This is an optimization exercise on Yosys and OpenROAD, whose aim is small area and a short achievable clock period, not a production implementation.
No functional check of the RTL was part of this run.
Power figures rest on the tool's default switching activity, not on a simulated workload.

[flow/design.v]
`timescale 1ns / 1ps
module vec_multi_core #(
    parameter int LEN = 32,
    parameter int DATA_WIDTH = 8
) (
    input logic clk,
    input logic rst_n,
    input logic i_data_valid,
    input logic i_load_weight,
    input logic [LEN*DATA_WIDTH-1:0] i_data,
    input logic [2*LEN-1:0] i_weight,
    output logic o_data_ready,
    output logic signed [31:0] o_result
);
  logic [LEN-1:0] wp, wn;
  logic wv;
  always_ff @(posedge clk) begin
    if (i_load_weight) begin
      for (int i = 0; i < LEN; i++) begin
        wp[i] <= i_weight[2*i+1] & ~i_weight[2*i];
        wn[i] <= ~i_weight[2*i+1] & ~i_weight[2*i];
      end
    end
  end
  always_ff @(posedge clk or negedge rst_n) begin
    if (!rst_n) wv <= 1'b0;
    else if (i_load_weight) wv <= 1'b1;
  end
  logic [LEN*DATA_WIDTH-1:0] zq;
  always_comb begin
    for (int i = 0; i < LEN; i++) begin
      for (int j = 0; j < DATA_WIDTH; j++) begin
        if (j == DATA_WIDTH - 1) zq[8*i+j] = i_data[8*i+j] ? wp[i] : wn[i];
        else zq[8*i+j] = ~(i_data[8*i+j] ? wp[i] : wn[i]);
      end
    end
  end
  logic [133:0] r1;
  logic [47:0] r2;
  logic [24:0] r3;
  logic s1;
  logic c2;
  logic s3;
  logic c4;
  logic s5;
  logic c6;
  logic s7;
  logic c8;
  logic s9;
  logic c10;
  logic s11;
  logic c12;
  logic s13;
  logic c14;
  logic s15;
  logic c16;
  logic s17;
  logic c18;
  logic s19;
  logic c20;
  logic i21;
  logic s22;
  logic c23;
  logic s24;
  logic c25;
  logic s26;
  logic c27;
  logic s28;
  logic c29;
  logic s30;
  logic c31;
  logic s32;
  logic c33;
  logic s34;
  logic c35;
  logic s36;
  logic c37;
  logic s38;
  logic c39;
  logic s40;
  logic c41;
  logic s42;
  logic c43;
  logic s44;
  logic c45;
  logic s46;
  logic c47;
  logic s48;
  logic c49;
  logic s50;
  logic c51;
  logic s52;
  logic c53;
  logic s54;
  logic c55;
  logic i56;
  logic s57;
  logic c58;
  logic s59;
  logic c60;
  logic s61;
  logic c62;
  logic s63;
  logic c64;
  logic s65;
  logic c66;
  logic s67;
  logic c68;
  logic s69;
  logic c70;
  logic s71;
  logic c72;
  logic s73;
  logic c74;
  logic s75;
  logic c76;
  logic s77;
  logic c78;
  logic i79;
  logic s80;
  logic c81;
  logic s82;
  logic c83;
  logic s84;
  logic c85;
  logic s86;
  logic c87;
  logic s88;
  logic c89;
  logic s90;
  logic c91;
  logic s92;
  logic c93;
  logic s94;
  logic c95;
  logic s96;
  logic c97;
  logic s98;
  logic c99;
  logic i100;
  logic s101;
  logic c102;
  logic s103;
  logic c104;
  logic s105;
  logic c106;
  logic s107;
  logic c108;
  logic s109;
  logic c110;
  logic s111;
  logic c112;
  logic s113;
  logic c114;
  logic s115;
  logic c116;
  logic s117;
  logic c118;
  logic s119;
  logic c120;
  logic s121;
  logic c122;
  logic s123;
  logic c124;
  logic s125;
  logic c126;
  logic s127;
  logic c128;
  logic s129;
  logic c130;
  logic s131;
  logic c132;
  logic s133;
  logic c134;
  logic s135;
  logic c136;
  logic s137;
  logic c138;
  logic s139;
  logic c140;
  logic s141;
  logic c142;
  logic s143;
  logic c144;
  logic s145;
  logic c146;
  logic s147;
  logic c148;
  logic s149;
  logic c150;
  logic s151;
  logic c152;
  logic s153;
  logic c154;
  logic s155;
  logic c156;
  logic s157;
  logic c158;
  logic s159;
  logic c160;
  logic s161;
  logic c162;
  logic s163;
  logic c164;
  logic s165;
  logic c166;
  logic s167;
  logic c168;
  logic s169;
  logic c170;
  logic s171;
  logic c172;
  logic s173;
  logic c174;
  logic s175;
  logic c176;
  logic s177;
  logic c178;
  logic s179;
  logic c180;
  logic s181;
  logic c182;
  logic s183;
  logic c184;
  logic s185;
  logic c186;
  logic s187;
  logic c188;
  logic s189;
  logic c190;
  logic s191;
  logic c192;
  logic s193;
  logic c194;
  logic s195;
  logic c196;
  logic s197;
  logic c198;
  logic s199;
  logic c200;
  logic s201;
  logic c202;
  logic s203;
  logic c204;
  logic s205;
  logic c206;
  logic s207;
  logic c208;
  logic s209;
  logic c210;
  logic s211;
  logic c212;
  logic s213;
  logic c214;
  logic s215;
  logic c216;
  logic s217;
  logic c218;
  logic s219;
  logic c220;
  logic s221;
  logic c222;
  logic s223;
  logic c224;
  logic s225;
  logic c226;
  logic s227;
  logic c228;
  logic s229;
  logic c230;
  logic s231;
  logic c232;
  logic s233;
  logic c234;
  logic s235;
  logic c236;
  logic s237;
  logic c238;
  logic s239;
  logic c240;
  logic s241;
  logic c242;
  logic s243;
  logic c244;
  logic s245;
  logic c246;
  logic s247;
  logic c248;
  logic s249;
  logic c250;
  logic s251;
  logic c252;
  logic s253;
  logic c254;
  logic s255;
  logic c256;
  logic s257;
  logic c258;
  logic s259;
  logic c260;
  logic s261;
  logic c262;
  logic s263;
  logic c264;
  logic s265;
  logic c266;
  logic s267;
  logic c268;
  logic s269;
  logic c270;
  logic s271;
  logic c272;
  logic s273;
  logic c274;
  logic s275;
  logic c276;
  logic s277;
  logic c278;
  logic s279;
  logic c280;
  logic s281;
  logic c282;
  logic s283;
  logic c284;
  logic s285;
  logic c286;
  logic s287;
  logic c288;
  logic s289;
  logic c290;
  logic s291;
  logic c292;
  logic s293;
  logic c294;
  logic s295;
  logic c296;
  logic s297;
  logic c298;
  logic s299;
  logic c300;
  logic s301;
  logic c302;
  logic s303;
  logic c304;
  logic s305;
  logic c306;
  logic s307;
  logic c308;
  logic s309;
  logic c310;
  logic s311;
  logic c312;
  logic s313;
  logic c314;
  logic s315;
  logic c316;
  logic i317;
  logic s318;
  logic c319;
  logic s320;
  logic c321;
  logic s322;
  logic c323;
  logic s324;
  logic c325;
  logic s326;
  logic c327;
  logic s328;
  logic c329;
  logic s330;
  logic c331;
  logic s332;
  logic c333;
  logic s334;
  logic c335;
  logic i336;
  logic s337;
  logic c338;
  logic s339;
  logic c340;
  logic s341;
  logic c342;
  logic s343;
  logic c344;
  logic s345;
  logic c346;
  logic s347;
  logic c348;
  logic s349;
  logic c350;
  logic i351;
  logic s352;
  logic c353;
  logic s354;
  logic c355;
  logic s356;
  logic c357;
  logic s358;
  logic c359;
  logic s360;
  logic c361;
  logic s362;
  logic c363;
  logic s364;
  logic c365;
  logic s366;
  logic c367;
  logic s368;
  logic c369;
  logic s370;
  logic c371;
  logic s372;
  logic c373;
  logic s374;
  logic c375;
  logic s376;
  logic c377;
  logic s378;
  logic c379;
  logic i380;
  logic s381;
  logic c382;
  logic s383;
  logic c384;
  logic s385;
  logic c386;
  logic s387;
  logic c388;
  logic s389;
  logic c390;
  logic s391;
  logic c392;
  logic s393;
  logic c394;
  logic s395;
  logic c396;
  logic s397;
  logic c398;
  logic s399;
  logic c400;
  logic s401;
  logic c402;
  logic s403;
  logic c404;
  logic s405;
  logic c406;
  logic s407;
  logic c408;
  logic s409;
  logic c410;
  logic s411;
  logic c412;
  logic s413;
  logic c414;
  logic s415;
  logic c416;
  logic s417;
  logic c418;
  logic s419;
  logic c420;
  logic s421;
  logic c422;
  logic s423;
  logic c424;
  logic s425;
  logic c426;
  logic s427;
  logic c428;
  logic s429;
  logic c430;
  logic s431;
  logic c432;
  logic s433;
  logic c434;
  logic s435;
  logic c436;
  logic s437;
  logic c438;
  logic s439;
  logic c440;
  logic s441;
  logic c442;
  logic s443;
  logic c444;
  logic s445;
  logic c446;
  logic s447;
  logic c448;
  logic s449;
  logic c450;
  logic s451;
  logic c452;
  logic s453;
  logic c454;
  logic s455;
  logic c456;
  logic s457;
  logic c458;
  logic s459;
  logic c460;
  logic s461;
  logic c462;
  logic s463;
  logic c464;
  logic s465;
  logic c466;
  logic s467;
  logic c468;
  logic s469;
  logic c470;
  logic s471;
  logic c472;
  logic s473;
  logic c474;
  logic s475;
  logic c476;
  logic s477;
  logic c478;
  logic s479;
  logic c480;
  logic s481;
  logic c482;
  logic s483;
  logic c484;
  logic s485;
  logic c486;
  logic s487;
  logic c488;
  logic i489;
  logic s490;
  logic c491;
  logic i492;
  logic s493;
  logic c494;
  logic s495;
  logic c496;
  logic s497;
  logic c498;
  logic s499;
  logic c500;
  logic s501;
  logic c502;
  logic s503;
  logic c504;
  logic s505;
  logic c506;
  logic s507;
  logic c508;
  logic s509;
  logic c510;
  logic s511;
  logic c512;
  logic s513;
  logic c514;
  logic s515;
  logic c516;
  logic s517;
  logic c518;
  logic i519;
  logic s520;
  logic c521;
  logic i522;
  logic s523;
  logic c524;
  logic s525;
  logic c526;
  logic s527;
  logic c528;
  logic s529;
  logic c530;
  logic s531;
  logic c532;
  logic s533;
  logic c534;
  logic s535;
  logic c536;
  logic s537;
  logic c538;
  logic i539;
  logic s540;
  logic c541;
  logic i542;
  logic s543;
  logic c544;
  logic i545;
  logic s546;
  logic c547;
  logic s548;
  logic c549;
  logic s550;
  logic c551;
  logic s552;
  logic c553;
  logic s554;
  logic c555;
  logic s556;
  logic c557;
  logic s558;
  logic c559;
  logic s560;
  logic c561;
  logic s562;
  logic c563;
  vmc_fa u_s1 (.a(wn[0]), .b(wn[1]), .c(wn[2]), .s(s1), .co(c2));
  vmc_fa u_s3 (.a(wn[3]), .b(wn[4]), .c(wn[5]), .s(s3), .co(c4));
  vmc_fa u_s5 (.a(wn[6]), .b(wn[7]), .c(wn[8]), .s(s5), .co(c6));
  vmc_fa u_s7 (.a(wn[9]), .b(wn[10]), .c(wn[11]), .s(s7), .co(c8));
  vmc_fa u_s9 (.a(wn[12]), .b(wn[13]), .c(wn[14]), .s(s9), .co(c10));
  vmc_fa u_s11 (.a(wn[15]), .b(wn[16]), .c(wn[17]), .s(s11), .co(c12));
  vmc_fa u_s13 (.a(wn[18]), .b(wn[19]), .c(wn[20]), .s(s13), .co(c14));
  vmc_fa u_s15 (.a(wn[21]), .b(wn[22]), .c(wn[23]), .s(s15), .co(c16));
  vmc_fa u_s17 (.a(wn[24]), .b(wn[25]), .c(wn[26]), .s(s17), .co(c18));
  vmc_fa u_s19 (.a(wn[27]), .b(wn[28]), .c(wn[29]), .s(s19), .co(c20));
  assign i21 = ~zq[0];
  vmc_fa u_s22 (.a(wn[30]), .b(wn[31]), .c(i21), .s(s22), .co(c23));
  vmc_fa u_s24 (.a(zq[8]), .b(zq[16]), .c(zq[24]), .s(s24), .co(c25));
  vmc_fa u_s26 (.a(zq[32]), .b(zq[40]), .c(zq[48]), .s(s26), .co(c27));
  vmc_fa u_s28 (.a(zq[56]), .b(zq[64]), .c(zq[72]), .s(s28), .co(c29));
  vmc_fa u_s30 (.a(zq[80]), .b(zq[88]), .c(zq[96]), .s(s30), .co(c31));
  vmc_fa u_s32 (.a(zq[104]), .b(zq[112]), .c(zq[120]), .s(s32), .co(c33));
  vmc_fa u_s34 (.a(zq[128]), .b(zq[136]), .c(zq[144]), .s(s34), .co(c35));
  vmc_fa u_s36 (.a(zq[152]), .b(zq[160]), .c(zq[168]), .s(s36), .co(c37));
  vmc_fa u_s38 (.a(zq[176]), .b(zq[184]), .c(zq[192]), .s(s38), .co(c39));
  vmc_fa u_s40 (.a(zq[200]), .b(zq[208]), .c(zq[216]), .s(s40), .co(c41));
  vmc_fa u_s42 (.a(zq[224]), .b(zq[232]), .c(zq[240]), .s(s42), .co(c43));
  vmc_fa u_s44 (.a(s1), .b(s3), .c(s5), .s(s44), .co(c45));
  vmc_fa u_s46 (.a(s7), .b(s9), .c(s11), .s(s46), .co(c47));
  vmc_fa u_s48 (.a(s13), .b(s15), .c(s17), .s(s48), .co(c49));
  vmc_fa u_s50 (.a(zq[248]), .b(s24), .c(s26), .s(s50), .co(c51));
  vmc_fa u_s52 (.a(s28), .b(s30), .c(s32), .s(s52), .co(c53));
  vmc_fa u_s54 (.a(s34), .b(s36), .c(s38), .s(s54), .co(c55));
  assign i56 = ~s19;
  vmc_fa u_s57 (.a(i56), .b(s40), .c(s42), .s(s57), .co(c58));
  vmc_fa u_s59 (.a(zq[1]), .b(zq[9]), .c(zq[17]), .s(s59), .co(c60));
  vmc_fa u_s61 (.a(zq[25]), .b(zq[33]), .c(zq[41]), .s(s61), .co(c62));
  vmc_fa u_s63 (.a(zq[49]), .b(zq[57]), .c(zq[65]), .s(s63), .co(c64));
  vmc_fa u_s65 (.a(zq[73]), .b(zq[81]), .c(zq[89]), .s(s65), .co(c66));
  vmc_fa u_s67 (.a(zq[97]), .b(zq[105]), .c(zq[113]), .s(s67), .co(c68));
  vmc_fa u_s69 (.a(zq[121]), .b(zq[129]), .c(zq[137]), .s(s69), .co(c70));
  vmc_fa u_s71 (.a(zq[145]), .b(zq[153]), .c(zq[161]), .s(s71), .co(c72));
  vmc_fa u_s73 (.a(zq[169]), .b(zq[177]), .c(zq[185]), .s(s73), .co(c74));
  vmc_fa u_s75 (.a(zq[193]), .b(zq[201]), .c(zq[209]), .s(s75), .co(c76));
  vmc_fa u_s77 (.a(zq[217]), .b(zq[225]), .c(zq[233]), .s(s77), .co(c78));
  assign i79 = ~c2;
  vmc_fa u_s80 (.a(zq[241]), .b(zq[249]), .c(i79), .s(s80), .co(c81));
  vmc_fa u_s82 (.a(c4), .b(c6), .c(c8), .s(s82), .co(c83));
  vmc_fa u_s84 (.a(c10), .b(c12), .c(c14), .s(s84), .co(c85));
  vmc_fa u_s86 (.a(c16), .b(c18), .c(c20), .s(s86), .co(c87));
  vmc_fa u_s88 (.a(c25), .b(c27), .c(c29), .s(s88), .co(c89));
  vmc_fa u_s90 (.a(c31), .b(c33), .c(c35), .s(s90), .co(c91));
  vmc_fa u_s92 (.a(c37), .b(c39), .c(c41), .s(s92), .co(c93));
  vmc_fa u_s94 (.a(c43), .b(s59), .c(s61), .s(s94), .co(c95));
  vmc_fa u_s96 (.a(s63), .b(s65), .c(s67), .s(s96), .co(c97));
  vmc_fa u_s98 (.a(s69), .b(s71), .c(s73), .s(s98), .co(c99));
  assign i100 = ~c23;
  vmc_fa u_s101 (.a(s75), .b(s77), .c(i100), .s(s101), .co(c102));
  vmc_fa u_s103 (.a(zq[2]), .b(zq[10]), .c(zq[18]), .s(s103), .co(c104));
  vmc_fa u_s105 (.a(zq[26]), .b(zq[34]), .c(zq[42]), .s(s105), .co(c106));
  vmc_fa u_s107 (.a(zq[50]), .b(zq[58]), .c(zq[66]), .s(s107), .co(c108));
  vmc_fa u_s109 (.a(zq[74]), .b(zq[82]), .c(zq[90]), .s(s109), .co(c110));
  vmc_fa u_s111 (.a(zq[98]), .b(zq[106]), .c(zq[114]), .s(s111), .co(c112));
  vmc_fa u_s113 (.a(zq[122]), .b(zq[130]), .c(zq[138]), .s(s113), .co(c114));
  vmc_fa u_s115 (.a(zq[146]), .b(zq[154]), .c(zq[162]), .s(s115), .co(c116));
  vmc_fa u_s117 (.a(zq[170]), .b(zq[178]), .c(zq[186]), .s(s117), .co(c118));
  vmc_fa u_s119 (.a(zq[194]), .b(zq[202]), .c(zq[210]), .s(s119), .co(c120));
  vmc_fa u_s121 (.a(zq[218]), .b(zq[226]), .c(zq[234]), .s(s121), .co(c122));
  vmc_fa u_s123 (.a(zq[242]), .b(zq[250]), .c(c60), .s(s123), .co(c124));
  vmc_fa u_s125 (.a(c62), .b(c64), .c(c66), .s(s125), .co(c126));
  vmc_fa u_s127 (.a(c68), .b(c70), .c(c72), .s(s127), .co(c128));
  vmc_fa u_s129 (.a(c74), .b(c76), .c(c78), .s(s129), .co(c130));
  vmc_fa u_s131 (.a(s103), .b(s105), .c(s107), .s(s131), .co(c132));
  vmc_fa u_s133 (.a(s109), .b(s111), .c(s113), .s(s133), .co(c134));
  vmc_fa u_s135 (.a(s115), .b(s117), .c(s119), .s(s135), .co(c136));
  vmc_fa u_s137 (.a(zq[3]), .b(zq[11]), .c(zq[19]), .s(s137), .co(c138));
  vmc_fa u_s139 (.a(zq[27]), .b(zq[35]), .c(zq[43]), .s(s139), .co(c140));
  vmc_fa u_s141 (.a(zq[51]), .b(zq[59]), .c(zq[67]), .s(s141), .co(c142));
  vmc_fa u_s143 (.a(zq[75]), .b(zq[83]), .c(zq[91]), .s(s143), .co(c144));
  vmc_fa u_s145 (.a(zq[99]), .b(zq[107]), .c(zq[115]), .s(s145), .co(c146));
  vmc_fa u_s147 (.a(zq[123]), .b(zq[131]), .c(zq[139]), .s(s147), .co(c148));
  vmc_fa u_s149 (.a(zq[147]), .b(zq[155]), .c(zq[163]), .s(s149), .co(c150));
  vmc_fa u_s151 (.a(zq[171]), .b(zq[179]), .c(zq[187]), .s(s151), .co(c152));
  vmc_fa u_s153 (.a(zq[195]), .b(zq[203]), .c(zq[211]), .s(s153), .co(c154));
  vmc_fa u_s155 (.a(zq[219]), .b(zq[227]), .c(zq[235]), .s(s155), .co(c156));
  vmc_fa u_s157 (.a(zq[243]), .b(zq[251]), .c(c104), .s(s157), .co(c158));
  vmc_fa u_s159 (.a(c106), .b(c108), .c(c110), .s(s159), .co(c160));
  vmc_fa u_s161 (.a(c112), .b(c114), .c(c116), .s(s161), .co(c162));
  vmc_fa u_s163 (.a(c118), .b(c120), .c(c122), .s(s163), .co(c164));
  vmc_fa u_s165 (.a(s137), .b(s139), .c(s141), .s(s165), .co(c166));
  vmc_fa u_s167 (.a(s143), .b(s145), .c(s147), .s(s167), .co(c168));
  vmc_fa u_s169 (.a(s149), .b(s151), .c(s153), .s(s169), .co(c170));
  vmc_fa u_s171 (.a(zq[4]), .b(zq[12]), .c(zq[20]), .s(s171), .co(c172));
  vmc_fa u_s173 (.a(zq[28]), .b(zq[36]), .c(zq[44]), .s(s173), .co(c174));
  vmc_fa u_s175 (.a(zq[52]), .b(zq[60]), .c(zq[68]), .s(s175), .co(c176));
  vmc_fa u_s177 (.a(zq[76]), .b(zq[84]), .c(zq[92]), .s(s177), .co(c178));
  vmc_fa u_s179 (.a(zq[100]), .b(zq[108]), .c(zq[116]), .s(s179), .co(c180));
  vmc_fa u_s181 (.a(zq[124]), .b(zq[132]), .c(zq[140]), .s(s181), .co(c182));
  vmc_fa u_s183 (.a(zq[148]), .b(zq[156]), .c(zq[164]), .s(s183), .co(c184));
  vmc_fa u_s185 (.a(zq[172]), .b(zq[180]), .c(zq[188]), .s(s185), .co(c186));
  vmc_fa u_s187 (.a(zq[196]), .b(zq[204]), .c(zq[212]), .s(s187), .co(c188));
  vmc_fa u_s189 (.a(zq[220]), .b(zq[228]), .c(zq[236]), .s(s189), .co(c190));
  vmc_fa u_s191 (.a(zq[244]), .b(zq[252]), .c(c138), .s(s191), .co(c192));
  vmc_fa u_s193 (.a(c140), .b(c142), .c(c144), .s(s193), .co(c194));
  vmc_fa u_s195 (.a(c146), .b(c148), .c(c150), .s(s195), .co(c196));
  vmc_fa u_s197 (.a(c152), .b(c154), .c(c156), .s(s197), .co(c198));
  vmc_fa u_s199 (.a(s171), .b(s173), .c(s175), .s(s199), .co(c200));
  vmc_fa u_s201 (.a(s177), .b(s179), .c(s181), .s(s201), .co(c202));
  vmc_fa u_s203 (.a(s183), .b(s185), .c(s187), .s(s203), .co(c204));
  vmc_fa u_s205 (.a(zq[5]), .b(zq[13]), .c(zq[21]), .s(s205), .co(c206));
  vmc_fa u_s207 (.a(zq[29]), .b(zq[37]), .c(zq[45]), .s(s207), .co(c208));
  vmc_fa u_s209 (.a(zq[53]), .b(zq[61]), .c(zq[69]), .s(s209), .co(c210));
  vmc_fa u_s211 (.a(zq[77]), .b(zq[85]), .c(zq[93]), .s(s211), .co(c212));
  vmc_fa u_s213 (.a(zq[101]), .b(zq[109]), .c(zq[117]), .s(s213), .co(c214));
  vmc_fa u_s215 (.a(zq[125]), .b(zq[133]), .c(zq[141]), .s(s215), .co(c216));
  vmc_fa u_s217 (.a(zq[149]), .b(zq[157]), .c(zq[165]), .s(s217), .co(c218));
  vmc_fa u_s219 (.a(zq[173]), .b(zq[181]), .c(zq[189]), .s(s219), .co(c220));
  vmc_fa u_s221 (.a(zq[197]), .b(zq[205]), .c(zq[213]), .s(s221), .co(c222));
  vmc_fa u_s223 (.a(zq[221]), .b(zq[229]), .c(zq[237]), .s(s223), .co(c224));
  vmc_fa u_s225 (.a(zq[245]), .b(zq[253]), .c(c172), .s(s225), .co(c226));
  vmc_fa u_s227 (.a(c174), .b(c176), .c(c178), .s(s227), .co(c228));
  vmc_fa u_s229 (.a(c180), .b(c182), .c(c184), .s(s229), .co(c230));
  vmc_fa u_s231 (.a(c186), .b(c188), .c(c190), .s(s231), .co(c232));
  vmc_fa u_s233 (.a(s205), .b(s207), .c(s209), .s(s233), .co(c234));
  vmc_fa u_s235 (.a(s211), .b(s213), .c(s215), .s(s235), .co(c236));
  vmc_fa u_s237 (.a(s217), .b(s219), .c(s221), .s(s237), .co(c238));
  vmc_fa u_s239 (.a(zq[6]), .b(zq[14]), .c(zq[22]), .s(s239), .co(c240));
  vmc_fa u_s241 (.a(zq[30]), .b(zq[38]), .c(zq[46]), .s(s241), .co(c242));
  vmc_fa u_s243 (.a(zq[54]), .b(zq[62]), .c(zq[70]), .s(s243), .co(c244));
  vmc_fa u_s245 (.a(zq[78]), .b(zq[86]), .c(zq[94]), .s(s245), .co(c246));
  vmc_fa u_s247 (.a(zq[102]), .b(zq[110]), .c(zq[118]), .s(s247), .co(c248));
  vmc_fa u_s249 (.a(zq[126]), .b(zq[134]), .c(zq[142]), .s(s249), .co(c250));
  vmc_fa u_s251 (.a(zq[150]), .b(zq[158]), .c(zq[166]), .s(s251), .co(c252));
  vmc_fa u_s253 (.a(zq[174]), .b(zq[182]), .c(zq[190]), .s(s253), .co(c254));
  vmc_fa u_s255 (.a(zq[198]), .b(zq[206]), .c(zq[214]), .s(s255), .co(c256));
  vmc_fa u_s257 (.a(zq[222]), .b(zq[230]), .c(zq[238]), .s(s257), .co(c258));
  vmc_fa u_s259 (.a(zq[246]), .b(zq[254]), .c(c206), .s(s259), .co(c260));
  vmc_fa u_s261 (.a(c208), .b(c210), .c(c212), .s(s261), .co(c262));
  vmc_fa u_s263 (.a(c214), .b(c216), .c(c218), .s(s263), .co(c264));
  vmc_fa u_s265 (.a(c220), .b(c222), .c(c224), .s(s265), .co(c266));
  vmc_fa u_s267 (.a(s239), .b(s241), .c(s243), .s(s267), .co(c268));
  vmc_fa u_s269 (.a(s245), .b(s247), .c(s249), .s(s269), .co(c270));
  vmc_fa u_s271 (.a(s251), .b(s253), .c(s255), .s(s271), .co(c272));
  vmc_fa u_s273 (.a(zq[7]), .b(zq[15]), .c(zq[23]), .s(s273), .co(c274));
  vmc_fa u_s275 (.a(zq[31]), .b(zq[39]), .c(zq[47]), .s(s275), .co(c276));
  vmc_fa u_s277 (.a(zq[55]), .b(zq[63]), .c(zq[71]), .s(s277), .co(c278));
  vmc_fa u_s279 (.a(zq[79]), .b(zq[87]), .c(zq[95]), .s(s279), .co(c280));
  vmc_fa u_s281 (.a(zq[103]), .b(zq[111]), .c(zq[119]), .s(s281), .co(c282));
  vmc_fa u_s283 (.a(zq[127]), .b(zq[135]), .c(zq[143]), .s(s283), .co(c284));
  vmc_fa u_s285 (.a(zq[151]), .b(zq[159]), .c(zq[167]), .s(s285), .co(c286));
  vmc_fa u_s287 (.a(zq[175]), .b(zq[183]), .c(zq[191]), .s(s287), .co(c288));
  vmc_fa u_s289 (.a(zq[199]), .b(zq[207]), .c(zq[215]), .s(s289), .co(c290));
  vmc_fa u_s291 (.a(zq[223]), .b(zq[231]), .c(zq[239]), .s(s291), .co(c292));
  vmc_fa u_s293 (.a(zq[247]), .b(zq[255]), .c(c240), .s(s293), .co(c294));
  vmc_fa u_s295 (.a(c242), .b(c244), .c(c246), .s(s295), .co(c296));
  vmc_fa u_s297 (.a(c248), .b(c250), .c(c252), .s(s297), .co(c298));
  vmc_fa u_s299 (.a(c254), .b(c256), .c(c258), .s(s299), .co(c300));
  vmc_fa u_s301 (.a(s273), .b(s275), .c(s277), .s(s301), .co(c302));
  vmc_fa u_s303 (.a(s279), .b(s281), .c(s283), .s(s303), .co(c304));
  vmc_fa u_s305 (.a(s285), .b(s287), .c(s289), .s(s305), .co(c306));
  vmc_fa u_s307 (.a(c274), .b(c276), .c(c278), .s(s307), .co(c308));
  vmc_fa u_s309 (.a(c280), .b(c282), .c(c284), .s(s309), .co(c310));
  vmc_fa u_s311 (.a(c286), .b(c288), .c(c290), .s(s311), .co(c312));
  vmc_fa u_s313 (.a(r1[0]), .b(r1[1]), .c(r1[2]), .s(s313), .co(c314));
  vmc_fa u_s315 (.a(r1[4]), .b(r1[5]), .c(r1[6]), .s(s315), .co(c316));
  assign i317 = ~r1[7];
  vmc_fa u_s318 (.a(r1[3]), .b(i317), .c(s313), .s(s318), .co(c319));
  vmc_fa u_s320 (.a(r1[8]), .b(r1[9]), .c(r1[10]), .s(s320), .co(c321));
  vmc_fa u_s322 (.a(r1[11]), .b(r1[12]), .c(r1[13]), .s(s322), .co(c323));
  vmc_fa u_s324 (.a(r1[14]), .b(r1[15]), .c(r1[16]), .s(s324), .co(c325));
  vmc_fa u_s326 (.a(r1[17]), .b(r1[18]), .c(r1[19]), .s(s326), .co(c327));
  vmc_fa u_s328 (.a(r1[20]), .b(r1[21]), .c(r1[22]), .s(s328), .co(c329));
  vmc_fa u_s330 (.a(r1[23]), .b(r1[24]), .c(r1[25]), .s(s330), .co(c331));
  vmc_fa u_s332 (.a(c314), .b(s320), .c(s322), .s(s332), .co(c333));
  vmc_fa u_s334 (.a(c316), .b(s324), .c(s326), .s(s334), .co(c335));
  assign i336 = ~c319;
  vmc_fa u_s337 (.a(s328), .b(s330), .c(i336), .s(s337), .co(c338));
  vmc_fa u_s339 (.a(r1[27]), .b(r1[28]), .c(r1[29]), .s(s339), .co(c340));
  vmc_fa u_s341 (.a(r1[26]), .b(r1[30]), .c(r1[31]), .s(s341), .co(c342));
  vmc_fa u_s343 (.a(r1[32]), .b(r1[33]), .c(r1[34]), .s(s343), .co(c344));
  vmc_fa u_s345 (.a(r1[35]), .b(r1[36]), .c(r1[37]), .s(s345), .co(c346));
  vmc_fa u_s347 (.a(r1[38]), .b(r1[39]), .c(r1[40]), .s(s347), .co(c348));
  vmc_fa u_s349 (.a(r1[41]), .b(r1[42]), .c(r1[43]), .s(s349), .co(c350));
  assign i351 = ~r1[44];
  vmc_fa u_s352 (.a(i351), .b(c321), .c(c323), .s(s352), .co(c353));
  vmc_fa u_s354 (.a(c325), .b(c327), .c(c329), .s(s354), .co(c355));
  vmc_fa u_s356 (.a(c331), .b(s341), .c(s343), .s(s356), .co(c357));
  vmc_fa u_s358 (.a(s345), .b(s347), .c(s349), .s(s358), .co(c359));
  vmc_fa u_s360 (.a(s339), .b(c333), .c(s352), .s(s360), .co(c361));
  vmc_fa u_s362 (.a(c335), .b(s354), .c(s356), .s(s362), .co(c363));
  vmc_fa u_s364 (.a(r1[45]), .b(r1[46]), .c(r1[47]), .s(s364), .co(c365));
  vmc_fa u_s366 (.a(r1[48]), .b(r1[49]), .c(r1[50]), .s(s366), .co(c367));
  vmc_fa u_s368 (.a(r1[51]), .b(r1[52]), .c(r1[53]), .s(s368), .co(c369));
  vmc_fa u_s370 (.a(r1[54]), .b(r1[55]), .c(r1[56]), .s(s370), .co(c371));
  vmc_fa u_s372 (.a(r1[57]), .b(r1[58]), .c(r1[59]), .s(s372), .co(c373));
  vmc_fa u_s374 (.a(c342), .b(c344), .c(c346), .s(s374), .co(c375));
  vmc_fa u_s376 (.a(c348), .b(c350), .c(s364), .s(s376), .co(c377));
  vmc_fa u_s378 (.a(s366), .b(s368), .c(s370), .s(s378), .co(c379));
  assign i380 = ~s372;
  vmc_fa u_s381 (.a(c340), .b(i380), .c(c353), .s(s381), .co(c382));
  vmc_fa u_s383 (.a(c355), .b(c357), .c(c359), .s(s383), .co(c384));
  vmc_fa u_s385 (.a(s374), .b(s376), .c(s378), .s(s385), .co(c386));
  vmc_fa u_s387 (.a(r1[60]), .b(r1[61]), .c(r1[62]), .s(s387), .co(c388));
  vmc_fa u_s389 (.a(r1[63]), .b(r1[64]), .c(r1[65]), .s(s389), .co(c390));
  vmc_fa u_s391 (.a(r1[66]), .b(r1[67]), .c(r1[68]), .s(s391), .co(c392));
  vmc_fa u_s393 (.a(r1[69]), .b(r1[70]), .c(r1[71]), .s(s393), .co(c394));
  vmc_fa u_s395 (.a(r1[72]), .b(r1[73]), .c(r1[74]), .s(s395), .co(c396));
  vmc_fa u_s397 (.a(c365), .b(c367), .c(c369), .s(s397), .co(c398));
  vmc_fa u_s399 (.a(c371), .b(c373), .c(s387), .s(s399), .co(c400));
  vmc_fa u_s401 (.a(s389), .b(s391), .c(s393), .s(s401), .co(c402));
  vmc_fa u_s403 (.a(s395), .b(c375), .c(c377), .s(s403), .co(c404));
  vmc_fa u_s405 (.a(c379), .b(s397), .c(s399), .s(s405), .co(c406));
  vmc_fa u_s407 (.a(r1[75]), .b(r1[76]), .c(r1[77]), .s(s407), .co(c408));
  vmc_fa u_s409 (.a(r1[78]), .b(r1[79]), .c(r1[80]), .s(s409), .co(c410));
  vmc_fa u_s411 (.a(r1[81]), .b(r1[82]), .c(r1[83]), .s(s411), .co(c412));
  vmc_fa u_s413 (.a(r1[84]), .b(r1[85]), .c(r1[86]), .s(s413), .co(c414));
  vmc_fa u_s415 (.a(r1[87]), .b(r1[88]), .c(r1[89]), .s(s415), .co(c416));
  vmc_fa u_s417 (.a(c388), .b(c390), .c(c392), .s(s417), .co(c418));
  vmc_fa u_s419 (.a(c394), .b(c396), .c(s407), .s(s419), .co(c420));
  vmc_fa u_s421 (.a(s409), .b(s411), .c(s413), .s(s421), .co(c422));
  vmc_fa u_s423 (.a(s415), .b(c398), .c(c400), .s(s423), .co(c424));
  vmc_fa u_s425 (.a(c402), .b(s417), .c(s419), .s(s425), .co(c426));
  vmc_fa u_s427 (.a(r1[90]), .b(r1[91]), .c(r1[92]), .s(s427), .co(c428));
  vmc_fa u_s429 (.a(r1[93]), .b(r1[94]), .c(r1[95]), .s(s429), .co(c430));
  vmc_fa u_s431 (.a(r1[96]), .b(r1[97]), .c(r1[98]), .s(s431), .co(c432));
  vmc_fa u_s433 (.a(r1[99]), .b(r1[100]), .c(r1[101]), .s(s433), .co(c434));
  vmc_fa u_s435 (.a(r1[102]), .b(r1[103]), .c(r1[104]), .s(s435), .co(c436));
  vmc_fa u_s437 (.a(c408), .b(c410), .c(c412), .s(s437), .co(c438));
  vmc_fa u_s439 (.a(c414), .b(c416), .c(s427), .s(s439), .co(c440));
  vmc_fa u_s441 (.a(s429), .b(s431), .c(s433), .s(s441), .co(c442));
  vmc_fa u_s443 (.a(s435), .b(c418), .c(c420), .s(s443), .co(c444));
  vmc_fa u_s445 (.a(c422), .b(s437), .c(s439), .s(s445), .co(c446));
  vmc_fa u_s447 (.a(r1[105]), .b(r1[106]), .c(r1[107]), .s(s447), .co(c448));
  vmc_fa u_s449 (.a(r1[108]), .b(r1[109]), .c(r1[110]), .s(s449), .co(c450));
  vmc_fa u_s451 (.a(r1[111]), .b(r1[112]), .c(r1[113]), .s(s451), .co(c452));
  vmc_fa u_s453 (.a(r1[114]), .b(r1[115]), .c(r1[116]), .s(s453), .co(c454));
  vmc_fa u_s455 (.a(r1[117]), .b(r1[118]), .c(r1[119]), .s(s455), .co(c456));
  vmc_fa u_s457 (.a(c428), .b(c430), .c(c432), .s(s457), .co(c458));
  vmc_fa u_s459 (.a(c434), .b(c436), .c(s447), .s(s459), .co(c460));
  vmc_fa u_s461 (.a(s449), .b(s451), .c(s453), .s(s461), .co(c462));
  vmc_fa u_s463 (.a(s455), .b(c438), .c(c440), .s(s463), .co(c464));
  vmc_fa u_s465 (.a(c442), .b(s457), .c(s459), .s(s465), .co(c466));
  vmc_fa u_s467 (.a(r1[120]), .b(r1[121]), .c(r1[122]), .s(s467), .co(c468));
  vmc_fa u_s469 (.a(r1[123]), .b(r1[124]), .c(r1[125]), .s(s469), .co(c470));
  vmc_fa u_s471 (.a(r1[126]), .b(r1[127]), .c(r1[128]), .s(s471), .co(c472));
  vmc_fa u_s473 (.a(r1[129]), .b(r1[130]), .c(c448), .s(s473), .co(c474));
  vmc_fa u_s475 (.a(c450), .b(c452), .c(c454), .s(s475), .co(c476));
  vmc_fa u_s477 (.a(c456), .b(s467), .c(s469), .s(s477), .co(c478));
  vmc_fa u_s479 (.a(s471), .b(c458), .c(c460), .s(s479), .co(c480));
  vmc_fa u_s481 (.a(c462), .b(s473), .c(s475), .s(s481), .co(c482));
  vmc_fa u_s483 (.a(r1[131]), .b(r1[132]), .c(r1[133]), .s(s483), .co(c484));
  vmc_fa u_s485 (.a(c468), .b(c470), .c(c472), .s(s485), .co(c486));
  vmc_fa u_s487 (.a(s483), .b(c474), .c(c476), .s(s487), .co(c488));
  assign i489 = ~r2[9];
  assign s490 = ~(i489 ^ r2[10]);
  assign c491 = i489 | r2[10];
  assign i492 = ~r2[15];
  vmc_fa u_s493 (.a(r2[14]), .b(i492), .c(r2[16]), .s(s493), .co(c494));
  assign s495 = ~(r2[17] ^ r2[18]);
  assign c496 = r2[17] | r2[18];
  vmc_fa u_s497 (.a(r2[20]), .b(r2[21]), .c(r2[22]), .s(s497), .co(c498));
  assign s499 = ~(r2[23] ^ r2[24]);
  assign c500 = r2[23] | r2[24];
  vmc_fa u_s501 (.a(r2[25]), .b(r2[26]), .c(r2[27]), .s(s501), .co(c502));
  assign s503 = ~(r2[28] ^ r2[29]);
  assign c504 = r2[28] | r2[29];
  vmc_fa u_s505 (.a(r2[30]), .b(r2[31]), .c(r2[32]), .s(s505), .co(c506));
  assign s507 = ~(r2[33] ^ r2[34]);
  assign c508 = r2[33] | r2[34];
  vmc_fa u_s509 (.a(r2[35]), .b(r2[36]), .c(r2[37]), .s(s509), .co(c510));
  assign s511 = ~(r2[38] ^ r2[39]);
  assign c512 = r2[38] | r2[39];
  vmc_fa u_s513 (.a(r2[40]), .b(r2[41]), .c(r2[42]), .s(s513), .co(c514));
  assign s515 = ~(r2[43] ^ r2[44]);
  assign c516 = r2[43] | r2[44];
  assign s517 = ~(r2[45] ^ r2[46]);
  assign c518 = r2[45] | r2[46];
  assign i519 = ~r2[5];
  vmc_ha u_s520 (.a(i519), .b(r2[6]), .s(s520), .co(c521));
  assign i522 = ~r2[11];
  vmc_fa u_s523 (.a(i522), .b(r2[12]), .c(r2[13]), .s(s523), .co(c524));
  vmc_fa u_s525 (.a(r2[19]), .b(s495), .c(c491), .s(s525), .co(c526));
  vmc_fa u_s527 (.a(s499), .b(c496), .c(s497), .s(s527), .co(c528));
  vmc_fa u_s529 (.a(s503), .b(c500), .c(s501), .s(s529), .co(c530));
  vmc_fa u_s531 (.a(s507), .b(c504), .c(s505), .s(s531), .co(c532));
  vmc_fa u_s533 (.a(s511), .b(c508), .c(s509), .s(s533), .co(c534));
  vmc_fa u_s535 (.a(s515), .b(c512), .c(s513), .s(s535), .co(c536));
  vmc_fa u_s537 (.a(r2[47]), .b(s517), .c(c516), .s(s537), .co(c538));
  assign i539 = ~r2[2];
  assign s540 = ~(i539 ^ r2[3]);
  assign c541 = i539 | r2[3];
  assign i542 = ~s520;
  vmc_fa u_s543 (.a(r2[7]), .b(r2[8]), .c(i542), .s(s543), .co(c544));
  assign i545 = ~c521;
  vmc_fa u_s546 (.a(s490), .b(i545), .c(s523), .s(s546), .co(c547));
  vmc_fa u_s548 (.a(s493), .b(c524), .c(s525), .s(s548), .co(c549));
  vmc_fa u_s550 (.a(c494), .b(c526), .c(s527), .s(s550), .co(c551));
  vmc_fa u_s552 (.a(c498), .b(s529), .c(c528), .s(s552), .co(c553));
  vmc_fa u_s554 (.a(c502), .b(s531), .c(c530), .s(s554), .co(c555));
  vmc_fa u_s556 (.a(c506), .b(s533), .c(c532), .s(s556), .co(c557));
  vmc_fa u_s558 (.a(c510), .b(s535), .c(c534), .s(s558), .co(c559));
  vmc_fa u_s560 (.a(c514), .b(s537), .c(c536), .s(s560), .co(c561));
  assign s562 = ~(c518 ^ c538);
  assign c563 = c518 | c538;
  logic [4:1] vld;
  logic [4:1] wvp;
  always_ff @(posedge clk or negedge rst_n) begin
    if (!rst_n) vld <= '0;
    else vld <= {vld[3:1], i_data_valid};
  end
  always_ff @(posedge clk) begin
    wvp <= {wvp[3:1], wv};
  end
  always_ff @(posedge clk) begin
      r1[0] <= s22;
      r1[1] <= s44;
      r1[2] <= s46;
      r1[3] <= s48;
      r1[4] <= s50;
      r1[5] <= s52;
      r1[6] <= s54;
      r1[7] <= s57;
      r1[8] <= c45;
      r1[9] <= c47;
      r1[10] <= c49;
      r1[11] <= s82;
      r1[12] <= s84;
      r1[13] <= s86;
      r1[14] <= s80;
      r1[15] <= c51;
      r1[16] <= c53;
      r1[17] <= c55;
      r1[18] <= c58;
      r1[19] <= s88;
      r1[20] <= s90;
      r1[21] <= s92;
      r1[22] <= s94;
      r1[23] <= s96;
      r1[24] <= s98;
      r1[25] <= s101;
      r1[26] <= s121;
      r1[27] <= c83;
      r1[28] <= c85;
      r1[29] <= c87;
      r1[30] <= c81;
      r1[31] <= c89;
      r1[32] <= c91;
      r1[33] <= c93;
      r1[34] <= c95;
      r1[35] <= c97;
      r1[36] <= c99;
      r1[37] <= s123;
      r1[38] <= s125;
      r1[39] <= s127;
      r1[40] <= s129;
      r1[41] <= s131;
      r1[42] <= s133;
      r1[43] <= s135;
      r1[44] <= c102;
      r1[45] <= s155;
      r1[46] <= c124;
      r1[47] <= c126;
      r1[48] <= c128;
      r1[49] <= c130;
      r1[50] <= c132;
      r1[51] <= c134;
      r1[52] <= c136;
      r1[53] <= s157;
      r1[54] <= s159;
      r1[55] <= s161;
      r1[56] <= s163;
      r1[57] <= s165;
      r1[58] <= s167;
      r1[59] <= s169;
      r1[60] <= s189;
      r1[61] <= c158;
      r1[62] <= c160;
      r1[63] <= c162;
      r1[64] <= c164;
      r1[65] <= c166;
      r1[66] <= c168;
      r1[67] <= c170;
      r1[68] <= s191;
      r1[69] <= s193;
      r1[70] <= s195;
      r1[71] <= s197;
      r1[72] <= s199;
      r1[73] <= s201;
      r1[74] <= s203;
      r1[75] <= s223;
      r1[76] <= c192;
      r1[77] <= c194;
      r1[78] <= c196;
      r1[79] <= c198;
      r1[80] <= c200;
      r1[81] <= c202;
      r1[82] <= c204;
      r1[83] <= s225;
      r1[84] <= s227;
      r1[85] <= s229;
      r1[86] <= s231;
      r1[87] <= s233;
      r1[88] <= s235;
      r1[89] <= s237;
      r1[90] <= s257;
      r1[91] <= c226;
      r1[92] <= c228;
      r1[93] <= c230;
      r1[94] <= c232;
      r1[95] <= c234;
      r1[96] <= c236;
      r1[97] <= c238;
      r1[98] <= s259;
      r1[99] <= s261;
      r1[100] <= s263;
      r1[101] <= s265;
      r1[102] <= s267;
      r1[103] <= s269;
      r1[104] <= s271;
      r1[105] <= s291;
      r1[106] <= c260;
      r1[107] <= c262;
      r1[108] <= c264;
      r1[109] <= c266;
      r1[110] <= c268;
      r1[111] <= c270;
      r1[112] <= c272;
      r1[113] <= s293;
      r1[114] <= s295;
      r1[115] <= s297;
      r1[116] <= s299;
      r1[117] <= s301;
      r1[118] <= s303;
      r1[119] <= s305;
      r1[120] <= c292;
      r1[121] <= c294;
      r1[122] <= c296;
      r1[123] <= c298;
      r1[124] <= c300;
      r1[125] <= c302;
      r1[126] <= c304;
      r1[127] <= c306;
      r1[128] <= s307;
      r1[129] <= s309;
      r1[130] <= s311;
      r1[131] <= c308;
      r1[132] <= c310;
      r1[133] <= c312;
  end
  always_ff @(posedge clk) begin
      r2[0] <= s315;
      r2[1] <= s318;
      r2[2] <= s332;
      r2[3] <= s334;
      r2[4] <= s337;
      r2[5] <= s358;
      r2[6] <= s360;
      r2[7] <= s362;
      r2[8] <= c338;
      r2[9] <= c361;
      r2[10] <= c363;
      r2[11] <= s381;
      r2[12] <= s383;
      r2[13] <= s385;
      r2[14] <= s401;
      r2[15] <= c382;
      r2[16] <= c384;
      r2[17] <= c386;
      r2[18] <= s403;
      r2[19] <= s405;
      r2[20] <= s421;
      r2[21] <= c404;
      r2[22] <= c406;
      r2[23] <= s423;
      r2[24] <= s425;
      r2[25] <= s441;
      r2[26] <= c424;
      r2[27] <= c426;
      r2[28] <= s443;
      r2[29] <= s445;
      r2[30] <= s461;
      r2[31] <= c444;
      r2[32] <= c446;
      r2[33] <= s463;
      r2[34] <= s465;
      r2[35] <= s477;
      r2[36] <= c464;
      r2[37] <= c466;
      r2[38] <= s479;
      r2[39] <= s481;
      r2[40] <= c478;
      r2[41] <= s485;
      r2[42] <= c480;
      r2[43] <= c482;
      r2[44] <= s487;
      r2[45] <= c484;
      r2[46] <= c486;
      r2[47] <= c488;
  end
  always_ff @(posedge clk) begin
      r3[0] <= r2[0];
      r3[1] <= r2[1];
      r3[2] <= r2[4];
      r3[3] <= s540;
      r3[4] <= s543;
      r3[5] <= c541;
      r3[6] <= s546;
      r3[7] <= c544;
      r3[8] <= s548;
      r3[9] <= c547;
      r3[10] <= s550;
      r3[11] <= c549;
      r3[12] <= s552;
      r3[13] <= c551;
      r3[14] <= s554;
      r3[15] <= c553;
      r3[16] <= s556;
      r3[17] <= c555;
      r3[18] <= s558;
      r3[19] <= c557;
      r3[20] <= s560;
      r3[21] <= c559;
      r3[22] <= s562;
      r3[23] <= c561;
      r3[24] <= c563;
  end
  logic [13:0] fa, fb, sum, res;
  assign fa = {1'b1, 1'b1, ~r3[22], ~r3[20], ~r3[18], ~r3[16], ~r3[14], ~r3[12], ~r3[10], ~r3[8], ~r3[6], ~r3[4], ~r3[2], ~r3[0]};
  assign fb = {1'b0, ~r3[24], ~r3[23], ~r3[21], ~r3[19], ~r3[17], ~r3[15], ~r3[13], ~r3[11], ~r3[9], ~r3[7], ~r3[5], ~r3[3], r3[1]};
  logic [13:0] pg_g0, pg_p0;
  assign pg_g0 = fa & fb;
  assign pg_p0 = fa ^ fb;
  logic pg_g1_1;
  assign pg_g1_1 = pg_g0[1] | (pg_p0[1] & pg_g0[0]);
  logic pg_p1_1;
  assign pg_p1_1 = pg_p0[1] & pg_p0[0];
  logic pg_g1_3;
  assign pg_g1_3 = pg_g0[3] | (pg_p0[3] & pg_g0[2]);
  logic pg_p1_3;
  assign pg_p1_3 = pg_p0[3] & pg_p0[2];
  logic pg_g1_5;
  assign pg_g1_5 = pg_g0[5] | (pg_p0[5] & pg_g0[4]);
  logic pg_p1_5;
  assign pg_p1_5 = pg_p0[5] & pg_p0[4];
  logic pg_g1_7;
  assign pg_g1_7 = pg_g0[7] | (pg_p0[7] & pg_g0[6]);
  logic pg_p1_7;
  assign pg_p1_7 = pg_p0[7] & pg_p0[6];
  logic pg_g1_9;
  assign pg_g1_9 = pg_g0[9] | (pg_p0[9] & pg_g0[8]);
  logic pg_p1_9;
  assign pg_p1_9 = pg_p0[9] & pg_p0[8];
  logic pg_g1_11;
  assign pg_g1_11 = pg_g0[11] | (pg_p0[11] & pg_g0[10]);
  logic pg_p1_11;
  assign pg_p1_11 = pg_p0[11] & pg_p0[10];
  logic pg_g1_13;
  assign pg_g1_13 = pg_g0[13] | (pg_p0[13] & pg_g0[12]);
  logic pg_g2_2;
  assign pg_g2_2 = pg_g0[2] | (pg_p0[2] & pg_g1_1);
  logic pg_p2_2;
  assign pg_p2_2 = pg_p0[2] & pg_p1_1;
  logic pg_g2_3;
  assign pg_g2_3 = pg_g1_3 | (pg_p1_3 & pg_g1_1);
  logic pg_p2_3;
  assign pg_p2_3 = pg_p1_3 & pg_p1_1;
  logic pg_g2_6;
  assign pg_g2_6 = pg_g0[6] | (pg_p0[6] & pg_g1_5);
  logic pg_p2_6;
  assign pg_p2_6 = pg_p0[6] & pg_p1_5;
  logic pg_g2_7;
  assign pg_g2_7 = pg_g1_7 | (pg_p1_7 & pg_g1_5);
  logic pg_p2_7;
  assign pg_p2_7 = pg_p1_7 & pg_p1_5;
  logic pg_g2_10;
  assign pg_g2_10 = pg_g0[10] | (pg_p0[10] & pg_g1_9);
  logic pg_p2_10;
  assign pg_p2_10 = pg_p0[10] & pg_p1_9;
  logic pg_g2_11;
  assign pg_g2_11 = pg_g1_11 | (pg_p1_11 & pg_g1_9);
  logic pg_p2_11;
  assign pg_p2_11 = pg_p1_11 & pg_p1_9;
  logic pg_g3_4;
  assign pg_g3_4 = pg_g0[4] | (pg_p0[4] & pg_g2_3);
  logic pg_p3_4;
  assign pg_p3_4 = pg_p0[4] & pg_p2_3;
  logic pg_g3_5;
  assign pg_g3_5 = pg_g1_5 | (pg_p1_5 & pg_g2_3);
  logic pg_p3_5;
  assign pg_p3_5 = pg_p1_5 & pg_p2_3;
  logic pg_g3_6;
  assign pg_g3_6 = pg_g2_6 | (pg_p2_6 & pg_g2_3);
  logic pg_p3_6;
  assign pg_p3_6 = pg_p2_6 & pg_p2_3;
  logic pg_g3_7;
  assign pg_g3_7 = pg_g2_7 | (pg_p2_7 & pg_g2_3);
  logic pg_p3_7;
  assign pg_p3_7 = pg_p2_7 & pg_p2_3;
  logic pg_g3_12;
  assign pg_g3_12 = pg_g0[12] | (pg_p0[12] & pg_g2_11);
  logic pg_p3_12;
  assign pg_p3_12 = pg_p0[12] & pg_p2_11;
  logic pg_g3_13;
  assign pg_g3_13 = pg_g1_13 | (pg_p0[13] & pg_g2_11);
  logic pg_g4_8;
  assign pg_g4_8 = pg_g0[8] | (pg_p0[8] & pg_g3_7);
  logic pg_p4_8;
  assign pg_p4_8 = pg_p0[8] & pg_p3_7;
  logic pg_g4_9;
  assign pg_g4_9 = pg_g1_9 | (pg_p1_9 & pg_g3_7);
  logic pg_p4_9;
  assign pg_p4_9 = pg_p1_9 & pg_p3_7;
  logic pg_g4_10;
  assign pg_g4_10 = pg_g2_10 | (pg_p2_10 & pg_g3_7);
  logic pg_p4_10;
  assign pg_p4_10 = pg_p2_10 & pg_p3_7;
  logic pg_g4_11;
  assign pg_g4_11 = pg_g2_11 | (pg_p2_11 & pg_g3_7);
  logic pg_p4_11;
  assign pg_p4_11 = pg_p2_11 & pg_p3_7;
  logic pg_g4_12;
  assign pg_g4_12 = pg_g3_12 | (pg_p3_12 & pg_g3_7);
  logic pg_p4_12;
  assign pg_p4_12 = pg_p3_12 & pg_p3_7;
  logic pg_g4_13;
  assign pg_g4_13 = pg_g3_13 | (pg_p0[13] & pg_g3_7);
  assign sum = pg_p0 ^ {pg_g4_12, pg_g4_11, pg_g4_10, pg_g4_9, pg_g4_8, pg_g3_7, pg_g3_6, pg_g3_5, pg_g3_4, pg_g2_3, pg_g2_2, pg_g1_1, pg_g0[0], 1'b0};
  always_ff @(posedge clk) res <= wvp[3] ? sum : '0;
  assign o_result = {{18{res[13]}}, res};
  assign o_data_ready = vld[4];
endmodule
module vmc_fa (
    input  logic a,
    input  logic b,
    input  logic c,
    output logic s,
    output logic co
);
  assign s  = a ^ b ^ c;
  assign co = (a & b) | (a & c) | (b & c);
endmodule
module vmc_ha (
    input  logic a,
    input  logic b,
    output logic s,
    output logic co
);
  assign s  = a ^ b;
  assign co = a & b;
endmodule
[flow/flow/run.sh]
#!/bin/bash
# Standard layout (the standard.sh, unchanged synthesis) with two changes:
#  - the port buffers are buf_1 cells rather than the clkdlybuf4s50 delay cells
#    that buffer_ports picks by default (every port still gets its own buffer);
#  - clock tree synthesis runs without dummy loads, with the buffers listed below.
export BUFFER_PORTS_ARGS="-buffer_cell sky130_fd_sc_hd__buf_1"
export CTS_ARGS="-sink_clustering_enable -repair_clock_nets -dont_use_dummy_load -buf_list sky130_fd_sc_hd__clkbuf_8"
bash standard.sh > standard.log 2>&1
[flow/standard.sh]
#!/bin/bash
# synth_recipe.tcl (not shown) runs the flow's synth.tcl, then flattens the netlist and writes it again
# the make line also repeats each setting of config.mk as NAME=value (left out here)
make -C /OpenROAD-flow-scripts/flow DESIGN_CONFIG=/design/flow/config.mk WORK_HOME=/design/flow/orfs CLKGATE_MAP_FILE= SYNTH_SCRIPT=/design/flow/synth_recipe.tcl "${@:-finish}"
[flow/config.mk]
export PLATFORM = sky130hd
export DESIGN_NAME = vec_multi_core
export DESIGN_NICKNAME = vec_multi_core
export VERILOG_FILES = /design/flow/design.v
export SDC_FILE = /design/flow/constraint.sdc
export NUM_CORES = 4
export LEC_CHECK = 0
export CAP_MARGIN = 20
export CORE_MARGIN = 2
export CORE_UTILIZATION = 40
export SLEW_MARGIN = 20
export SYNTH_HIERARCHICAL = 1
[flow/constraint.sdc]
create_clock -name core_clock -period 3.0 [get_ports {clk}]
set_input_delay 0.6000 -clock core_clock [delete_from_list [all_inputs] [get_ports {clk}]]
set_output_delay 0.6000 -clock core_clock [all_outputs]
set_load 0.01 [all_outputs]
==> results.txt <==
## power groups by stage
stage               combinational [W]  sequential [W]  clock (W)
CTS                           0.00844         0.00697    0.00305
floorplan                     0.00554         0.00653          0
finish                        0.00833         0.00692    0.00294
global placement              0.00824         0.00703          0
global route                  0.00964         0.00708    0.00321
detailed placement            0.00841         0.00705          0
## Yosys stat by module (local to each module, per instance)
module | cells inside | cell area [um2]
vec_multi_core | 775 | 10500
vmc_fa | 1 | 20.0
vmc_ha | 1 | 12.5
## routing by layer
layer	global-route usage (%)	part of all wire [%]
met1	26.3	41
met2	37.4	52
met3	4.11	4.9
met4	5.53	2.3
met5	0	0
## layout make-up
cell class	instances	area share (%)
well taps	518	3.52
inverters	73	1.49
clock buffers	51	3.82
repair buffers	359	7.41
flip-flops and latches	293	35.5
multi-input cells	655	48.2
## stage by stage
step           hold WS, ps  utilization (%)  instances  cell area (um2)
2_1_floorplan          304                -       1039            15800
3_3_place_gp           315             45.5       1897            17700
3_5_place_dp           312             45.5       1897            17700
4_1_cts               92.8             47.4       1949            18400
5_1_grt               98.3             47.4       1949            18400
6_report               131             47.4       1949            18400
## worst max-delay path, cell delays in order (launching register included)
cell	delay, ps
dfxtp_1	300
inv_1	40
ha_1	200
fa_1	410
a21o_1	190
and4_4	200
o21a_1	200
o21ai_0	220
nand2b_1	100
fa_1	390
xnor2_1	140
nor2_1	50
## flip-flops by register name (all words and copies together), names as in the netlist
register and cells:
wp 32, res 14, wn 32, r2 48, wvp 3, wv 1, r3 25, r1 134
vld 4
## kinds of logic after synthesis
family	count (synthesis)
adder cells (fa/ha/maj)	289
flip-flops	293
multiplexers	258
XOR/XNOR	3
AND/OR/NAND/NOR	90
buffers and inverters	91
AO/OA/AOI/OAI	15
## worst paths after layout
| path | from | endpoint | slack, ps | cells past startpoint |
|---|---|---|---|---|
| worst max-delay path | r3[0]$_DFF_P_ | res[9]$_SDFF_PN0_ | 460 | 11 |
| worst min-delay path | i_data_valid | vld[1]$_DFF_PN0_ | 130 | 1 |
| worst max register to register | r3[0]$_DFF_P_ | res[9]$_SDFF_PN0_ | 460 | 11 |
| worst min register to register | wvp[1]$_DFF_P_ | wvp[2]$_DFF_P_ | 320 | 0 |
| max in group asynchronous | rst_n | vld[1]$_DFF_PN0_ | 2400 | 2 |
| min in group asynchronous | rst_n | wv$_DFFE_PN0P_ | 390 | 2 |
## cell usage after synthesis (4+ instances only)
cell type	number
fa_1	267
and2_1	5
ha_1	22
a21o_1	5
buf_4	18
dfxtp_1	224
dfrtp_1	5
nand2_1	4
mux2i_1	225
mux2_2	33
inv_1	73
edfxtp_1	64
nor2_1	36
nor2b_1	32
==> results.json <==
{
  "final-seq-area_um2": 6530,
  "status": "complete, no violations",
  "synthAdderAreaFrac_pct": 35.5,
  "worst_slack_ps": 456,
  "globalplace.congestion": 0.854,
  "synthTopCellsByArea": "fa_1, dfxtp_1, mux2i_1",
  "root_buffer": "clkbuf_8",
  "portBuffers": 356,
  "power_density_nw_per_um2": 989,
  "cts_sinks": 293,
  "relSlewSlack_pct": 55.8,
  "crit_fanout": 4,
  "die_x_um": 203,
  "cts-buffers-inserted": 51,
  "p_sw_share_pct": 38.3,
  "setup_viol": 0,
  "synth_top_area_share_pct": 33.8,
  "clkTransAtPathRegs_ps": 50,
  "synthFlopType": "dfxtp_1",
  "drv_cap": 0,
  "final_antenna_net_count": 0,
  "hpwl_um": 35600,
  "multi_input_comb_area_um2": 8870,
  "cts_max_level": 2,
  "post_cts_buffers": 0,
  "synth_edf_count": 64,
  "insertion_delay_ps": 610,
  "cts_tree": "built",
  "drive_gt1_share_pct": 6.50,
  "maxSlewViolCount": 0,
  "yosys_warnings": 7,
  "power.internal_w": 0.0112,
  "fin_crit_sh_pct": 84.8,
  "vias": 9177,
  "grtUsageTotal_pct": 21.1,
  "cp_data_arrival_time_ps": 3020,
  "ys_async_sr_fraction_pct": 1.71,
  "synthToLayoutAreaGrowth_pct": 16.3,
  "cp_data_required_time_ps": 3480,
  "yosysSeqAreaShare_pct": 41.3,
  "most-common-layout-cells": "buf_1, fa_1, mux2i_1, dfxtp_1, inv_1",
  "hold_viol": 0,
  "post-route-min-period_ps": 2540,
  "syn_avg_cell_area_um2": 15.2,
  "overflow": 0,
  "post-place-ws_ps": 448,
  "clkPwrFrac_pct": 16.2,
  "first_iter_violations": 286,
  "tns_ps": 0,
  "crit_type": "reg -> reg",
  "tightestPinTransition_ps": 662,
  "routed_wl_um": 41900,
  "initial_core_util_pct": 40.7,
  "ctsLongestPathBuffers": 3,
  "fillers": 3483,
  "core-area_um2": 38800,
  "endpoint_kind": "register",
  "synth_compound_area_share_pct": 0.878,
  "dr.pass1.iters": 7,
  "p_comb_share_pct": 45.8,
  "holdBufCountCts": 1,
  "antenna_found_initial": 0,
  "p_sw_w": 0.00697,
  "max-vdd-ir-drop_v": 0.000497,
  "n_antenna_cell": 0,
  "grt_pass1_vias": 10706,
  "synth-simple-area-share_pct": 2.93,
  "p_seq_share_pct": 38.0,
  "leakagePower_nw": 7.60,
  "fin_nets": 2046,
  "rsz0062_at_grt": "no",
  "synth_mux_area_share_pct": 16.6,
  "viasPerCell": 4.71,
  "synthCells": 1039,
  "start_kind": "register",
  "fmax_mhz": 393,
  "fp.dieH_um": 203,
  "finalClockSkew_ps": 35.4,
  "synth.largest_area_cell": "fa_1",
  "dieArea_um2": 41100,
  "rows": 72,
  "hp-class": "in -> reg",
  "drc_errors": 0,
  "grt_pass1_wl_um": 62500,
  "ioPinCount": 357,
  "synth-xor-area-share_pct": 0.166,
  "ys_ff_latch": 293,
  "ctsResizeCount": 0,
  "wl_per_cell_um": 21.5,
  "mostFrequentLayoutCell": "buf_1",
  "synthesis.area_um2": 15800,
  "total_power_w": 0.0182,
  "synth_nets": 1652,
  "grt_start_max_net_pins": 31,
  "synth.distinct_cells": 32,
  "synth_top_family_by_area": "adder cells"
}

re-timing with driven ports:
The flow's constraints put no driver on any port. The routed layout listed below was extracted and timed again, unchanged, in two steps.
Step 1, drivers: a clkbuf_16 drives clk and a buf_2 each remaining input, both assumed.
Step 2 times the ports against the registers' clock, not the clock port: input delays grow and output delays shrink by t, the midpoint of the rising clock arrivals with the driver on.
Three values: ideal ports, drivers, drivers and shift; two values: the first two.
t, ns: 0.641
setup WS [ns]: 0.456 / 0.456 / 0.456
hold slack, ns: 0.131 / 0.103 / 0.324
latest minus earliest clock arrival (ns): 0.036 / 0.036
worst register clock-pin slew, ns: 0.06 / 0.06
After both steps setup and hold are still met in this run. The setup slack of this run moves by 0.000 ns with the drivers and by 0.000 ns with both steps.
